This is an optimization exercise on Yosys and OpenROAD, whose aim is small area, a short achievable clock period and few clock cycles, not a production implementation.
RTL that was checked went through simulation tests only; none was proved equivalent to the original.
Power and IR drop assume default switching activity.

==> flow/design.v <==
module add32sk(input [31:0] a, input [31:0] b, input cin, output [31:0] s, output co,
               output [31:0] p0, output [31:0] g0);
	assign p0 = a ^ b;
	assign g0 = a & b;
	wire [31:0] G [0:5];
	wire [31:0] P [0:5];
	assign G[0] = {g0[31:1], g0[0] | (p0[0] & cin)};
	assign P[0] = p0;
	genvar l, i;
	generate
		for (l = 0; l < 5; l = l + 1) begin : lv
			for (i = 0; i < 32; i = i + 1) begin : n
				if (i & (1 << l)) begin
					assign G[l+1][i] = G[l][i] | (P[l][i] & G[l][((i >> l) << l) - 1]);
					assign P[l+1][i] = P[l][i] & P[l][((i >> l) << l) - 1];
				end else begin
					assign G[l+1][i] = G[l][i];
					assign P[l+1][i] = P[l][i];
				end
			end
		end
	endgenerate
	wire [31:0] c = G[5];
	assign s = p0 ^ {c[30:0], cin};
	assign co = c[31];
endmodule
module mod(input wire clk, input wire reset, input [31:0] a, input [31:0] b,
           output [31:0] result, output reg done);
	reg [31:0] r;
	reg [3:0] cnt;
	reg start, busy;
	wire [4:0] pa, pb;
	msb32 ma(.x(a), .p(pa));
	msb32 mb(.x(b), .p(pb));
	wire [5:0] s = {1'b0, pa} - {1'b0, pb};
	wire pos = ~s[5] & (s[4:1] != 4'd0);	 
	wire [3:0] sh = start ? 4'd1 : cnt;
	wire [31:0] x = start ? a : r;
	wire [31:0] d1 = b << sh;
	wire [31:0] d0 = {1'b0, d1[31:1]};
	wire [31:0] t1, t0;
	wire nb1, nb0;
	add32sk sub1(.a(x), .b(~d1), .cin(1'b1), .s(t1), .co(nb1));
	add32sk sub0(.a(x), .b(~d0), .cin(1'b1), .s(t0), .co(nb0));
	wire last = (sh == 4'd0);
	wire top = (sh == 4'd15);
	wire [3:0] sh_m1 = sh - 4'd1;
	wire [3:0] sh_m2 = sh - 4'd2;
	wire two = ~last & ~nb1;
	wire fin = start ? (~pos & two) : (last | (two & (sh == 4'd1)));
	always @(posedge clk) begin
		if (reset) begin
			start <= 1'b1;
			busy <= 1'b0;
			done <= 1'b0;
		end else if (start | busy) begin
			start <= 1'b0;
			busy <= ~fin;
			done <= fin;
		end
	end
	always @(posedge clk) begin
		if (start) begin
			if (pos)
				r <= a;
			else if (nb1)
				r <= t1;
			else
				r <= t0;
			cnt <= ~pos ? 4'd0 : s[4] ? 4'd15 : s[3:0];
		end else if (busy) begin
			if (nb1)
				r <= t1;
			else if (two & nb0)
				r <= t0;
			cnt <= two ? sh_m2 : top ? sh : sh_m1;
		end
	end
	assign result = r;
endmodule
module msb32(input [31:0] x, output [4:0] p);
	wire [15:0] v1; wire [15:0] p1;
	wire [7:0] v2; wire [15:0] p2;
	wire [3:0] v3; wire [11:0] p3;
	wire [1:0] v4; wire [7:0] p4;
	genvar i;
	generate
		for (i = 0; i < 16; i = i + 1) begin : l1
			assign v1[i] = x[2*i+1] | x[2*i];
			assign p1[i] = x[2*i+1];
		end
		for (i = 0; i < 8; i = i + 1) begin : l2
			assign v2[i] = v1[2*i+1] | v1[2*i];
			assign p2[2*i+1:2*i] = v1[2*i+1] ? {1'b1, p1[2*i+1]} : {1'b0, p1[2*i]};
		end
		for (i = 0; i < 4; i = i + 1) begin : l3
			assign v3[i] = v2[2*i+1] | v2[2*i];
			assign p3[3*i+2:3*i] = v2[2*i+1] ? {1'b1, p2[4*i+3:4*i+2]} : {1'b0, p2[4*i+1:4*i]};
		end
		for (i = 0; i < 2; i = i + 1) begin : l4
			assign v4[i] = v3[2*i+1] | v3[2*i];
			assign p4[4*i+3:4*i] = v3[2*i+1] ? {1'b1, p3[6*i+5:6*i+3]} : {1'b0, p3[6*i+2:6*i]};
		end
	endgenerate
	assign p = v4[1] ? {1'b1, p4[7:4]} : {1'b0, p4[3:0]};
endmodule
module alu(
	input wire clk,
	input wire reset,
	output reg [31:0] result,
	output done,
	input [2:0] sel,
	input [31:0] a,
	input [31:0] b
);
	wire sub = sel[2] & ~sel[0];
	wire [31:0] bx = b ^ {32{sub}};
	wire [31:0] s, p, g;
	wire co;
	add32sk add1(.a(a), .b(bx), .cin(sub), .s(s), .co(co), .p0(p), .g0(g));
	wire lt = (a[31] ^ b[31]) ? a[31] : s[31];
	wire [31:0] result_mod;
	mod mod1(.clk(clk), .reset(reset), .a(a), .b(b),
	         .result(result_mod), .done(done));
	always @(*) begin
		case (sel)
			3'd0: result = g;
			3'd1: result = g | p;
			3'd2: result = p;
			3'd3: result = ~(g | p);
			3'd4: result = {31'd0, lt};
			3'd7: result = result_mod;
			default: result = s;
		endcase
	end
endmodule
==> flow/config.mk <==
export PLATFORM = sky130hd
export DESIGN_NAME = alu
export DESIGN_NICKNAME = alu
export VERILOG_FILES = /design/flow/design.v
export SDC_FILE = /design/flow/constraint.sdc
export NUM_CORES = 4
export LEC_CHECK = 0
export CAP_MARGIN = 20
export CORE_MARGIN = 2
export CORE_UTILIZATION = 40
export SETUP_SLACK_MARGIN = 3.0
export SLEW_MARGIN = 20
export TNS_END_PERCENT = 20
==> flow/constraint.sdc <==
create_clock -name core_clock -period 10.0 [get_ports {clk}]
set_input_delay 2.0000 -clock core_clock [delete_from_list [all_inputs] [get_ports {clk}]]
set_output_delay 2.0000 -clock core_clock [all_outputs]
set_load 0.01 [all_outputs]
standard.sh (not shown) runs the stock make flow with config.mk's settings and CLKGATE_MAP_FILE= SYNTH_SCRIPT=/design/flow/synth_recipe.tcl, a recipe that flattens the netlist after the stock synthesis.
==> flow/flow/run.sh <==
#!/bin/bash
# The standard layout, except that the port buffers are buf_2 cells: left to
# itself buffer_ports picks clkdlybuf4s50_1, a slow delay cell, for every port.
set -euo pipefail
bash standard.sh synth > make_synth.log 2>&1
bash standard.sh BUFFER_PORTS_ARGS="-buffer_cell sky130_fd_sc_hd__buf_2" finish > make_finish.log 2>&1
The baseline completed without violations.
Testbench counts at the start, summed over its fixed seeds: cycles 14,763.
Then changed:
--- a/flow/design.v
+++ b/flow/design.v
@@ -25,31 +25,30 @@
 	assign co = c[31];
 endmodule
 module mod(input wire clk, input wire reset, input [31:0] a, input [31:0] b,
            output [31:0] result, output reg done);
 	reg [31:0] r;
-	reg [3:0] cnt;
+	reg [4:0] cnt;
 	reg start, busy;
 	wire [4:0] pa, pb;
 	msb32 ma(.x(a), .p(pa));
 	msb32 mb(.x(b), .p(pb));
 	wire [5:0] s = {1'b0, pa} - {1'b0, pb};
 	wire pos = ~s[5] & (s[4:1] != 4'd0);	 
-	wire [3:0] sh = start ? 4'd1 : cnt;
+	wire [4:0] sh = start ? 5'd1 : cnt;
 	wire [31:0] x = start ? a : r;
 	wire [31:0] d1 = b << sh;
 	wire [31:0] d0 = {1'b0, d1[31:1]};
 	wire [31:0] t1, t0;
 	wire nb1, nb0;
 	add32sk sub1(.a(x), .b(~d1), .cin(1'b1), .s(t1), .co(nb1));
 	add32sk sub0(.a(x), .b(~d0), .cin(1'b1), .s(t0), .co(nb0));
-	wire last = (sh == 4'd0);
-	wire top = (sh == 4'd15);
-	wire [3:0] sh_m1 = sh - 4'd1;
-	wire [3:0] sh_m2 = sh - 4'd2;
+	wire last = (sh == 5'd0);
+	wire [4:0] sh_m1 = sh - 5'd1;
+	wire [4:0] sh_m2 = sh - 5'd2;
 	wire two = ~last & ~nb1;
-	wire fin = start ? (~pos & two) : (last | (two & (sh == 4'd1)));
+	wire fin = start ? (~pos & two) : (last | (two & (sh == 5'd1)));
 	always @(posedge clk) begin
 		if (reset) begin
 			start <= 1'b1;
 			busy <= 1'b0;
 			done <= 1'b0;
@@ -65,17 +64,17 @@
 				r <= a;
 			else if (nb1)
 				r <= t1;
 			else
 				r <= t0;
-			cnt <= ~pos ? 4'd0 : s[4] ? 4'd15 : s[3:0];
+			cnt <= pos ? s[4:0] : 5'd0;
 		end else if (busy) begin
 			if (nb1)
 				r <= t1;
 			else if (two & nb0)
 				r <= t0;
-			cnt <= two ? sh_m2 : top ? sh : sh_m1;
+			cnt <= two ? sh_m2 : sh_m1;
 		end
 	end
 	assign result = r;
 endmodule
 module msb32(input [31:0] x, output [4:0] p);
The changed run ran to the end with no violations.
Hold slack loses 0.17 ns.
Sequential power climbs by 14%.
Setup slack gains 0.079 ns.
Via count is higher by about 0.9%.
Die area barely changes.
Count of clock-buffer cells in the layout rises by 1.
Final area rises by 1.1%.
Clock skew went down by 0.0047 ns.
Core utilization climbs by 0.52 points.
Register-to-register slack gets better by 0.35 ns.
Testbench counts after the change, summed over its fixed seeds: cycles 14,763.


## the previous run
Another version of the RTL of alu (not shown whole).
For scale: roughly 1400 cells after synthesis, roughly 40 flip-flops, about 100 I/O pins, about 11000 um2 of cells after synthesis.
==> module add32sk, before the edit <==
module add32sk(input [31:0] a, input [31:0] b, input cin, output [31:0] s, output co);
	wire [31:0] p0 = a ^ b;
	wire [31:0] g0 = a & b;
	wire [31:0] G [0:5];
	wire [31:0] P [0:5];
	assign G[0] = {g0[31:1], g0[0] | (p0[0] & cin)};
	assign P[0] = p0;
	genvar l, i;
	generate
		for (l = 0; l < 5; l = l + 1) begin : lv
			for (i = 0; i < 32; i = i + 1) begin : n
				if (i & (1 << l)) begin
					assign G[l+1][i] = G[l][i] | (P[l][i] & G[l][((i >> l) << l) - 1]);
					assign P[l+1][i] = P[l][i] & P[l][((i >> l) << l) - 1];
				end else begin
					assign G[l+1][i] = G[l][i];
					assign P[l+1][i] = P[l][i];
				end
			end
		end
	endgenerate
	wire [31:0] c = G[5];
	assign s = p0 ^ {c[30:0], cin};
	assign co = c[31];
endmodule
==> module mod, before the edit <==
module mod(input wire clk, input wire reset, input [31:0] a, input [31:0] b,
           output [31:0] result, output reg done);
	reg [31:0] r;
	reg [4:0] cnt;
	reg start, busy;
	wire [4:0] pa, pb;
	msb32 ma(.x(a), .p(pa));
	msb32 mb(.x(b), .p(pb));
	wire [5:0] s = {1'b0, pa} - {1'b0, pb};
	wire pos = ~s[5] & (s[4:0] != 5'd0);
	wire [4:0] sh = start ? (pos ? s[4:0] : 5'd0) : cnt;
	wire [31:0] x = start ? a : r;
	wire [31:0] d1 = b << sh;
	wire [31:0] d0 = {1'b0, d1[31:1]};
	wire [31:0] t1, t0;
	wire nb1, nb0;
	add32sk sub1(.a(x), .b(~d1), .cin(1'b1), .s(t1), .co(nb1));
	add32sk sub0(.a(x), .b(~d0), .cin(1'b1), .s(t0), .co(nb0));
	wire last = (sh == 5'd0);
	wire two = ~last & ~nb1;
	wire fin = last | (two & (sh == 5'd1));
	always @(posedge clk) begin
		if (reset) begin
			start <= 1'b1;
			busy <= 1'b0;
			done <= 1'b0;
		end else if (start | busy) begin
			start <= 1'b0;
			busy <= ~fin;
			done <= fin;
		end
	end
	always @(posedge clk) begin
		if (start | busy) begin
			if (nb1 | (last & start))
				r <= t1;
			else if (two & nb0)
				r <= t0;
			cnt <= sh - (two ? 5'd2 : 5'd1);
		end
	end
	assign result = r;
endmodule
==> module alu, before the edit <==
module alu(
	input wire clk,
	input wire reset,
	output reg [31:0] result,
	output done,
	input [2:0] sel,
	input [31:0] a,
	input [31:0] b
);
	wire sub = sel[2] & ~sel[0];
	wire [31:0] bx = b ^ {32{sub}};
	wire [31:0] s;
	wire co;
	add32sk add1(.a(a), .b(bx), .cin(sub), .s(s), .co(co));
	wire lt = (a[31] ^ b[31]) ? a[31] : s[31];
	wire [31:0] result_mod;
	mod mod1(.clk(clk), .reset(reset), .a(a), .b(b),
	         .result(result_mod), .done(done));
	always @(*) begin
		case (sel)
			3'd0: result = a & b;
			3'd1: result = a | b;
			3'd2: result = a ^ b;
			3'd3: result = ~(a | b);
			3'd4: result = {31'd0, lt};
			3'd7: result = result_mod;
			default: result = s;
		endcase
	end
endmodule
clock: 10.0 ns
lec_check: 0
cap_margin: 20
core_margin: 2
core_utilization: 40
setup_slack_margin: 3.5
slew_margin: 20
tns_end_percent: 100
run.sh (not shown) runs the stock make flow with config.mk's settings and CLKGATE_MAP_FILE= SYNTH_SCRIPT=/design/flow/synth_recipe.tcl, a recipe that flattens the netlist after the stock synthesis.
Stock flow here: none of the scripts above is used.
The previous run reached the end of the flow, and the finished layout is clean on the timing, design-rule and antenna checks.
--- input diff the previous run..the current run ---
==> flow/design.v, changed modules only <==
module add32sk(input [31:0] a, input [31:0] b, input cin, output [31:0] s, output co,
               output [31:0] p0, output [31:0] g0);
	assign p0 = a ^ b;
	assign g0 = a & b;
	wire [31:0] G [0:5];
	wire [31:0] P [0:5];
	assign G[0] = {g0[31:1], g0[0] | (p0[0] & cin)};
	assign P[0] = p0;
	genvar l, i;
	generate
		for (l = 0; l < 5; l = l + 1) begin : lv
			for (i = 0; i < 32; i = i + 1) begin : n
				if (i & (1 << l)) begin
					assign G[l+1][i] = G[l][i] | (P[l][i] & G[l][((i >> l) << l) - 1]);
					assign P[l+1][i] = P[l][i] & P[l][((i >> l) << l) - 1];
				end else begin
					assign G[l+1][i] = G[l][i];
					assign P[l+1][i] = P[l][i];
				end
			end
		end
	endgenerate
	wire [31:0] c = G[5];
	assign s = p0 ^ {c[30:0], cin};
	assign co = c[31];
endmodule
module mod(input wire clk, input wire reset, input [31:0] a, input [31:0] b,
           output [31:0] result, output reg done);
	reg [31:0] r;
	reg [4:0] cnt;
	reg start, busy;
	wire [4:0] pa, pb;
	msb32 ma(.x(a), .p(pa));
	msb32 mb(.x(b), .p(pb));
	wire [5:0] s = {1'b0, pa} - {1'b0, pb};
	wire pos = ~s[5] & (s[4:1] != 4'd0);	 
	wire [4:0] sh = start ? 5'd1 : cnt;
	wire [31:0] x = start ? a : r;
	wire [31:0] d1 = b << sh;
	wire [31:0] d0 = {1'b0, d1[31:1]};
	wire [31:0] t1, t0;
	wire nb1, nb0;
	add32sk sub1(.a(x), .b(~d1), .cin(1'b1), .s(t1), .co(nb1));
	add32sk sub0(.a(x), .b(~d0), .cin(1'b1), .s(t0), .co(nb0));
	wire last = (sh == 5'd0);
	wire two = ~last & ~nb1;
	wire fin = start ? (~pos & two) : (last | (two & (sh == 5'd1)));
	always @(posedge clk) begin
		if (reset) begin
			start <= 1'b1;
			busy <= 1'b0;
			done <= 1'b0;
		end else if (start | busy) begin
			start <= 1'b0;
			busy <= ~fin;
			done <= fin;
		end
	end
	always @(posedge clk) begin
		if (start) begin
			if (pos)
				r <= a;
			else if (nb1)
				r <= t1;
			else
				r <= t0;
			cnt <= pos ? s[4:0] : 5'd0;
		end else if (busy) begin
			if (nb1)
				r <= t1;
			else if (two & nb0)
				r <= t0;
			cnt <= sh - (two ? 5'd2 : 5'd1);
		end
	end
	assign result = r;
endmodule
module alu(
	input wire clk,
	input wire reset,
	output reg [31:0] result,
	output done,
	input [2:0] sel,
	input [31:0] a,
	input [31:0] b
);
	wire sub = sel[2] & ~sel[0];
	wire [31:0] bx = b ^ {32{sub}};
	wire [31:0] s, p, g;
	wire co;
	add32sk add1(.a(a), .b(bx), .cin(sub), .s(s), .co(co), .p0(p), .g0(g));
	wire lt = (a[31] ^ b[31]) ? a[31] : s[31];
	wire [31:0] result_mod;
	mod mod1(.clk(clk), .reset(reset), .a(a), .b(b),
	         .result(result_mod), .done(done));
	always @(*) begin
		case (sel)
			3'd0: result = g;
			3'd1: result = g | p;
			3'd2: result = p;
			3'd3: result = ~(g | p);
			3'd4: result = {31'd0, lt};
			3'd7: result = result_mod;
			default: result = s;
		endcase
	end
endmodule
==> comparison <==
In the current run, sequential group power is lower than in the previous run. The current run supports a higher top clock frequency than the previous run. Taking the previous run as the reference, in the current run count of sequential standard cells comparable, largest net degree at the start of global routing now larger, non-clock buffer area fraction after layout now smaller.
Testbench counts of the current run, summed over its fixed seeds: cycles 14,763.
The RTL of the previous run was laid out without a check of its function.


alu, a different RTL version from the one above (not shown whole).
Size in the first run: roughly 1200 cells after synthesis, about 41 flip-flops, about 100 I/O pins, ~9400 µm² of cells after synthesis.
==> module mod, before the edit <==
module mod(input wire clk, input wire reset, input [31:0] a, input [31:0] b,
           output [31:0] result, output reg done);
	reg [31:0] r;
	reg [4:0] cnt;
	reg start, busy, big;
	wire [4:0] pa, pb;
	msb32 ma(.x(a), .p(pa));
	msb32 mb(.x(b), .p(pb));
	wire [5:0] s = {1'b0, pa} - {1'b0, pb};
	wire pos = ~s[5] & (s[4:0] != 5'd0);
	wire [31:0] d = b << cnt;
	wire [31:0] t;
	wire nb;
	add32bk sub1(.a(r), .b(~d), .cin(1'b1), .s(t), .co(nb));
	wire last = (cnt == 5'd0);
	always @(posedge clk) begin
		if (reset) begin
			start <= 1'b1;
			busy <= 1'b0;
			done <= 1'b0;
		end else if (start) begin
			start <= 1'b0;
			busy <= 1'b1;
		end else if (busy & last) begin
			busy <= 1'b0;
			done <= 1'b1;
		end
	end
	always @(posedge clk) begin
		if (start) begin
			r <= a;
			cnt <= pos ? s[4:0] : 5'd0;
			big <= pos;
		end else if (busy) begin
			if (nb | (last & ~big))
				r <= t;
			cnt <= cnt - 5'd1;
		end
	end
	assign result = r;
endmodule
Settings: LEC_CHECK=0, CAP_MARGIN=20, CORE_MARGIN=2, CORE_UTILIZATION=40, SETUP_SLACK_MARGIN=3.5, SLEW_MARGIN=20, TNS_END_PERCENT=100; clock period 10.0 ns.
Next try:
--- a/flow/design.v
+++ b/flow/design.v
@@ -41,45 +41,41 @@
 	assign co = c[31];
 endmodule
 module mod(input wire clk, input wire reset, input [31:0] a, input [31:0] b,
            output [31:0] result, output reg done);
 	reg [31:0] r;
 	reg [4:0] cnt;
-	reg start, busy, big;
+	reg start, busy;
 	wire [4:0] pa, pb;
 	msb32 ma(.x(a), .p(pa));
 	msb32 mb(.x(b), .p(pb));
 	wire [5:0] s = {1'b0, pa} - {1'b0, pb};
 	wire pos = ~s[5] & (s[4:0] != 5'd0);
-	wire [31:0] d = b << cnt;
+	wire [4:0] sh = start ? (pos ? s[4:0] : 5'd0) : cnt;
+	wire [31:0] x = start ? a : r;
+	wire [31:0] d = b << sh;
 	wire [31:0] t;
 	wire nb;
-	add32bk sub1(.a(r), .b(~d), .cin(1'b1), .s(t), .co(nb));
-	wire last = (cnt == 5'd0);
+	add32bk sub1(.a(x), .b(~d), .cin(1'b1), .s(t), .co(nb));
+	wire last = (sh == 5'd0);
+	wire take = nb | (last & start);
 	always @(posedge clk) begin
 		if (reset) begin
 			start <= 1'b1;
 			busy <= 1'b0;
 			done <= 1'b0;
-		end else if (start) begin
+		end else if (start | busy) begin
 			start <= 1'b0;
-			busy <= 1'b1;
-		end else if (busy & last) begin
-			busy <= 1'b0;
-			done <= 1'b1;
+			busy <= ~last;
+			done <= last;
 		end
 	end
 	always @(posedge clk) begin
-		if (start) begin
-			r <= a;
-			cnt <= pos ? s[4:0] : 5'd0;
-			big <= pos;
-		end else if (busy) begin
-			if (nb | (last & ~big))
-				r <= t;
-			cnt <= cnt - 5'd1;
+		if (start | busy) begin
+			r <= take ? t : x;
+			cnt <= sh - 5'd1;
 		end
 	end
 	assign result = r;
 endmodule
 module msb32(input [31:0] x, output [4:0] p);
 	wire [15:0] v1; wire [15:0] p1;
Utilization grows by 7.6 points.
Via count came out higher by about 16%.
Combinational power went up by 52%.
Cell count rose by about 13%.
Clock skew goes up by 0.0035 ns.
Die area came out higher by 6.9%.
Clock-buffer cell count drops by 2.
Global-route usage came out higher by 2.5 points.
Worst setup slack got worse by 0.67 ns.
No run of this note included a check of the RTL's function; only the layout flow was run.

-- afterwards: timing with drivers on the ports --
The flow's constraints put no driver on any port. The routed layouts listed below were extracted and timed again, unchanged, in two steps. Step 1 (the two cells are an assumption about what drives the block):
set clk [get_ports {clk}]
set_driving_cell -lib_cell sky130_fd_sc_hd__clkbuf_16 $clk
set_driving_cell -lib_cell sky130_fd_sc_hd__buf_2 [delete_from_list [all_inputs] $clk]
Step 2 adds t to the input delays and takes it off the output delays; t is the mean of the earliest and latest rising clock arrival at the registers after step 1. Input paths then give back, and output paths get back, about the clock's delay inside the block. Slacks: ideal ports / drivers / drivers and shift; pairs: ideal ports / drivers.
run	t, ns	setup slack, ns	hold WS [ns]	worst setup path after step 2	pins driven straight from the clock port
the first run of note 1	0.333	2.860 / 2.826 / 2.826	0.672 / 0.672 / 0.672	input to output	1
the second run of note 1	0.344	2.939 / 2.889 / 2.889	0.502 / 0.502 / 0.502	input to output	1
the previous run	0.338	1.851 / 1.866 / 1.528	0.471 / 0.471 / 0.471	input to register	1
the current run	0.344	2.779 / 2.753 / 2.753	0.503 / 0.503 / 0.503	input to output	1
the first run of note 3	0.328	2.352 / 2.298 / 2.298	0.481 / 0.481 / 0.481	input to output	1
the second run of note 3	0.334	1.681 / 1.701 / 1.367	0.462 / 0.462 / 0.462	input to register	1
After both steps every run listed still meets setup and hold. The setup slack of the previous run, which loses most, moves by +0.015 ns with the drivers and by -0.323 ns with both steps.
